This design comes from an exercise in tuning for small area, a short achievable clock period and few clock cycles on the open sky130 flow, not from production work.
Only simulation tests tie the RTL to the original design; equivalence was not proved.
Power figures rest on the tool's default switching activity, not on a simulated workload.

== alpha ==
// process
module process(
	input clk,
	input rst,
	input [23:0] in_pix,
	output reg [5:0] row, col,
	output reg out_we,
	output reg [23:0] out_pix,
	output reg mirror_done,
	output reg gray_done,
	output reg filter_done);
export LEC_CHECK = 0
export ABC_AREA = 1
export CAP_MARGIN = 20
export CORE_MARGIN = 2
export CORE_UTILIZATION = 35
export PLACE_DENSITY = 0.6
export SETUP_SLACK_MARGIN = 4.5
export SLEW_MARGIN = 20
create_clock -name core_clock -period 7.0 [get_ports {clk}]
standard.sh (not shown) runs the stock make flow with config.mk's settings and CLKGATE_MAP_FILE= SYNTH_SCRIPT=/design/flow/synth_recipe.tcl, a recipe that flattens the netlist after the stock synthesis.
==> flow/flow/run.sh <==
#!/bin/bash
# The standard layout (the standard.sh, standard synthesis unchanged),
# except that the port buffers are sky130_fd_sc_hd__buf_2 cells.
# make's full output goes to make.log in the work folder; ORFS keeps each
# step's own log under orfs/logs.
set -euo pipefail
bash standard.sh "BUFFER_PORTS_ARGS=-buffer_cell sky130_fd_sc_hd__buf_2" finish > make.log 2>&1
Testbench counts of alpha, summed over its fixed seeds: cycles 363,584.
For beta, these inputs were changed with respect to alpha:
Settings: CORE_UTILIZATION: 35 -> 45; SETUP_SLACK_MARGIN: 4.5 -> 4.2.
==> run summary <==
- Total nets after synthesis came out exactly the same in beta and alpha.
- Diff beta..alpha | number of enable-type register cells in the synthesized netlist | unchanged
- Diff beta..alpha | total of endpoints with negative setup slack in the final report | unchanged
- On post-placement setup slack: between beta and alpha, it ends up higher for alpha.
- Compared with alpha, beta shows a met1 track demand over resource in global routing that is 8.1 points higher.
- Routed wire length, beta and alpha, lower one = beta.
Input changes introduced in gamma (baseline for comparison: beta):
Settings: a change of SETUP_SLACK_MARGIN from 4.2 to 4.5.
--- outcome ---
Worst setup slack is lower on beta
Compared to beta, the routing of gamma uses more wire.
Minimum clock period was higher in beta than in gamma.
From beta to gamma, post-synth design cell area did not move at all.
Sort gamma and beta by worst supply voltage drop on vdd, ascending, and gamma comes first.
The lower maximum frequency of gamma and beta is in beta.
Relative to gamma, the following input files were edited for delta:
Settings: clearing ABC_AREA, which used to be 1; swapping 4.5 for 4.2 in SETUP_SLACK_MARGIN.
[summary]
delta reports a lower layout multi-input combinational cell count than gamma does.
Re final period utilization: delta is 5.4 points up on gamma.
Relative to gamma, delta degrades total power draw.
Taking gamma as the reference, in delta fraction of power consumed by combinational cells was more or less identical, die area went down, wire length of the first global-routing pass lost 2.7%.
On arithmetic-cell share of the synthesized area counting full adders, half adders and majority gates, delta and gamma are basically level.
What epsilon does differently from delta at the input level:
Settings: ABC_AREA now 1, previously not set; SETUP_SLACK_MARGIN now 4.7, was 4.2.
### Flow results
- As far as layout sequential cell count goes, epsilon and delta are indistinguishable; the numbers are identical.
- epsilon against delta: design area now larger, critical path data arrival time went down 1940 ps, cell total after placement went up 20%, final wirelength grew by 3.9%.
- Hold slack (epsilon over delta): decrease, 67 ps
- epsilon vs delta on synthesized-area fraction occupied by xor and xnor cells: epsilon is the lower one.
- No stage failed in epsilon, and the final checks on the layout all came back clean.
- Die area: epsilon worse than delta

========
old:
The RTL this note starts from:
==> flow/design.v <==
`timescale 1ns / 1ps
module process(
	input clk,
	input rst,
	input [23:0] in_pix,
	output reg [5:0] row, col,
	output reg out_we,
	output reg [23:0] out_pix,
	output reg mirror_done,
	output reg gray_done,
	output reg filter_done);
localparam PM = 2'd0, PG = 2'd1, PF = 2'd2;
reg [1:0]  phase, nphase;
reg [1:0]  sub, nsub;
reg [12:0] cnt, ncnt;
wire [6:0]  s = cnt[12:6];
wire [5:0]  i = cnt[5:0];
wire [12:0] cinc = cnt + 13'd1;
wire        last11 = (cnt[10:0] == 11'd2047);
wire        dirA  = cnt[6] ^ cnt[12];
wire [5:0]  a_row = cnt[11:6] ^ {6{cnt[12]}};
wire [5:0]  a_col = cnt[5:0] ^ {6{dirA}};
wire [13:0] wpx   = {1'b0, cnt} - 14'd66;
wire [5:0]  w_row = wpx[11:6];
wire [5:0]  w_col = wpx[5:0] ^ {6{~wpx[6]}};
wire        w_ok  = (wpx[13:12] == 2'b00);
reg [5:0] nrow, ncol;
reg nwe, nmd, ngd, nfd;
reg f_i0, f_s0, f_ra;
reg nf_i0, nf_s0, nf_ra;
reg f_byp, nf_byp;
always @(*) begin
	nphase = phase; nsub = sub; ncnt = cnt;
	nrow = a_row; ncol = a_col;
	nwe = 1'b0; nmd = 1'b0; ngd = 1'b0; nfd = 1'b0;
	nf_i0 = f_i0; nf_s0 = f_s0; nf_ra = f_ra; nf_byp = 1'b0;
	case (phase)
	PM: begin
		nrow = {sub == 2'd0, cnt[10:6] ^ {5{sub == 2'd0}}};
		ncol = cnt[5:0];
		nwe = (sub != 2'd2);
		nsub = (sub == 2'd2) ? 2'd0 : sub + 2'd1;
		if (sub == 2'd1) begin nmd = last11; ncnt = cinc; end
		if (sub == 2'd2 && cnt[11]) begin nphase = PG; ncnt = 13'd0; end
	end
	PG: begin
		nrow = cnt[10:5];
		ncol = {cnt[4:0], ~sub[0]};
		nwe = sub[0] ^ sub[1];
		nsub = sub + 2'd1;
		if (sub == 2'd2) begin ngd = last11; ncnt = cinc; end
		if (sub == 2'd3 && cnt[11]) begin
			nphase = PF; ncnt = 13'd0;
			nf_i0 = 1'b1; nf_s0 = 1'b1; nf_ra = 1'b1;
		end
	end
	default: begin
		case (sub)
		2'd0: begin
			nsub = 2'd1; ncnt = cinc; nf_byp = f_i0;
			nrow = w_row; ncol = w_col; nwe = w_ok;
			nfd = (cnt == 13'd4161);
		end
		2'd1: begin
			if (cnt == 13'd4162) begin
				nphase = PM; nsub = 2'd0; ncnt = 13'd0; nrow = 6'd0; ncol = 6'd0;
			end else if (i == 6'd2 && s != 7'd0 && !(cnt[12] && cnt[11:6] != 6'd0)) begin
				nsub = 2'd2; ncol = {6{dirA}};
			end else begin
				nsub = 2'd0;
				nwe = ~cnt[12] | (cnt == 13'd4096);
				nf_i0 = (i == 6'd0); nf_s0 = (cnt <= 13'd64); nf_ra = ~cnt[12];
			end
		end
		default: begin
			nsub = 2'd0;
			nwe = ~cnt[12];
			nf_i0 = 1'b0; nf_s0 = 1'b0; nf_ra = ~cnt[12];
		end
		endcase
	end
	endcase
end
always @(posedge clk) begin
	if (rst) begin
		phase <= PM; sub <= 2'd0; cnt <= 13'd0;
		f_i0 <= 1'b1; f_s0 <= 1'b1; f_ra <= 1'b1; f_byp <= 1'b0;
		row <= 6'd0; col <= 6'd0; out_we <= 1'b0;
		mirror_done <= 1'b0; gray_done <= 1'b0; filter_done <= 1'b0;
	end else begin
		phase <= nphase; sub <= nsub; cnt <= ncnt;
		f_i0 <= nf_i0; f_s0 <= nf_s0; f_ra <= nf_ra; f_byp <= nf_byp;
		row <= nrow; col <= ncol; out_we <= nwe;
		mirror_done <= nmd; gray_done <= ngd; filter_done <= nfd;
	end
end
reg [23:0] P;
reg [7:0]  G0, G1;
reg [8:0]  E;
reg signed [12:0] K;
reg [9:0]  J;
reg mxr, mxg, mxb, mnr, mng, mnb;
wire [7:0] pr = P[23:16], pg = P[15:8], pb = P[7:0];
wire [7:0] pmax = ({8{mxr}} & pr) | ({8{mxg}} & pg) | ({8{mxb}} & pb);
wire [7:0] pmin = ({8{mnr}} & pr) | ({8{mng}} & pg) | ({8{mnb}} & pb);
wire [8:0] gsum = {1'b0, pmax} + {1'b0, pmin};
function gt8(input [7:0] x, input [7:0] y);
	reg [7:0] gg, ee;
	reg [3:0] g1, e1;
	reg [1:0] g2, e2;
	integer k;
	begin
		gg = x & ~y;
		ee = ~(x ^ y);
		for (k = 0; k < 4; k = k + 1) begin
			g1[k] = gg[2*k+1] | (ee[2*k+1] & gg[2*k]);
			e1[k] = ee[2*k+1] & ee[2*k];
		end
		for (k = 0; k < 2; k = k + 1) begin
			g2[k] = g1[2*k+1] | (e1[2*k+1] & g1[2*k]);
			e2[k] = e1[2*k+1] & e1[2*k];
		end
		gt8 = g2[1] | (e2[1] & g2[0]);
	end
endfunction
wire irg = gt8(in_pix[23:16], in_pix[15:8]);
wire irb = gt8(in_pix[23:16], in_pix[7:0]);
wire igb = gt8(in_pix[15:8], in_pix[7:0]);
wire signed [12:0] pT = P[22:10];
wire [9:0] pH = P[9:0];
wire first = f_i0;
wire [9:0] Jn = pT[12] ? 10'd0 : (|pT[11:10]) ? 10'h3ff : pT[9:0];
wire [10:0] Dn = {1'b0, J} - {1'b0, out_pix[9:0]};
wire [7:0] Dcl = Dn[10] ? 8'd0 : (|Dn[9:8]) ? 8'd255 : Dn[7:0];
wire [9:0] Hs = {1'b0, E} + {2'b0, G0};
wire signed [12:0] Ts = K - $signed({5'b0, G0});
wire [9:0] Hn = first ? {1'b0, E} : Hs;
wire signed [12:0] Tn = first ? K : Ts;
wire fA = (phase == PF) && (sub == 2'd0);
always @(posedge clk) begin
	P <= f_byp ? {1'b0, Tn, Hn} : in_pix;
	mxr <= irg & irb;
	mxg <= ~(irg & irb) & igb;
	mxb <= ~(irg & irb) & ~igb;
	mnb <= irb & igb;
	mng <= ~(irb & igb) & irg;
	mnr <= ~(irb & igb) & ~irg;
	E <= {1'b0, G0} + {1'b0, G1};
	K <= fA ? K - $signed({3'b0, f_s0 ? 10'd0 : pH})
	        : $signed({2'b0, G0, 3'b000}) + $signed({5'b0, G0}) - $signed({5'b0, G1});
end
always @(posedge clk) begin
	case (phase)
	PM: out_pix <= in_pix;
	PG: out_pix <= {8'd0, gsum[8:1], 8'd0};
	default: begin
		case (sub)
		2'd0: begin
			out_pix <= {8'd0, Dcl, 8'd0};
			J <= Jn;
			G1 <= first ? 8'd0 : G0;
			G0 <= f_ra ? in_pix[15:8] : 8'd0;
		end
		2'd1: out_pix <= {1'b0, Tn, Hn};
		default: ;
		endcase
	end
	endcase
end
endmodule
export LEC_CHECK = 0
export ABC_AREA = 1
export CAP_MARGIN = 20
export CORE_MARGIN = 2
export CORE_UTILIZATION = 45
export PLACE_DENSITY = 0.6
export SETUP_SLACK_MARGIN = 4.5
export SLEW_MARGIN = 20
export TNS_END_PERCENT = 30
create_clock -name core_clock -period 7.0 [get_ports {clk}]
Scripts as last shown in full above: flow/flow/run.sh
The final layout from old, which completed every stage, passed the timing, design-rule and antenna checks at the end of the flow.
Testbench counts of old, summed over its fixed seeds: cycles 363,584.
[inputs] new vs old
Settings: TNS_END_PERCENT: 30 -> 60.
--- outcome ---
The remaining antenna violation count on new is in line with that on old.
The design area on new is in line with that on old.
Looking at new and old, the proportion of cell area spent on the clock network is a wash.

separate check: timing with driven ports:
Ports are ideal in the flow. The routed layouts listed here were re-timed in OpenROAD. Step 1, drivers: a clkbuf_16 drives clk and a buf_2 each remaining input, both assumed. Step 2 times the ports against the registers' clock, not the clock port: input delays grow and output delays shrink by t, the midpoint of the rising clock arrivals with the driver on. Slacks: no drivers / after step 1 / after step 2; pairs: no drivers / after step 1.
run	t (ns)	setup WS [ns]	worst hold slack (ns)	latest minus earliest clock arrival (ns)	worst slew at a driven data input, ns
alpha	0.483	4.553 / 4.502 / 4.233	0.587 / 0.587 / 0.587	0.010 / 0.010	0.03
beta	0.474	4.378 / 4.378 / 4.199	0.563 / 0.563 / 0.563	0.014 / 0.014	0.06
gamma	0.470	4.557 / 4.509 / 4.218	0.560 / 0.560 / 0.560	0.010 / 0.010	0.06
delta	0.478	4.180 / 4.180 / 3.884	0.609 / 0.609 / 0.609	0.013 / 0.012	0.04
epsilon	0.474	4.569 / 4.520 / 4.306	0.542 / 0.542 / 0.542	0.009 / 0.009	0.07
old	0.474	4.503 / 4.455 / 4.215	0.566 / 0.566 / 0.566	0.011 / 0.011	0.06
new	0.472	4.495 / 4.447 / 4.211	0.560 / 0.560 / 0.560	0.011 / 0.011	0.06
After both steps setup and hold are still met in every run listed. The setup slack of gamma, which loses most, moves by -0.048 ns with the drivers and by -0.339 ns with both steps.
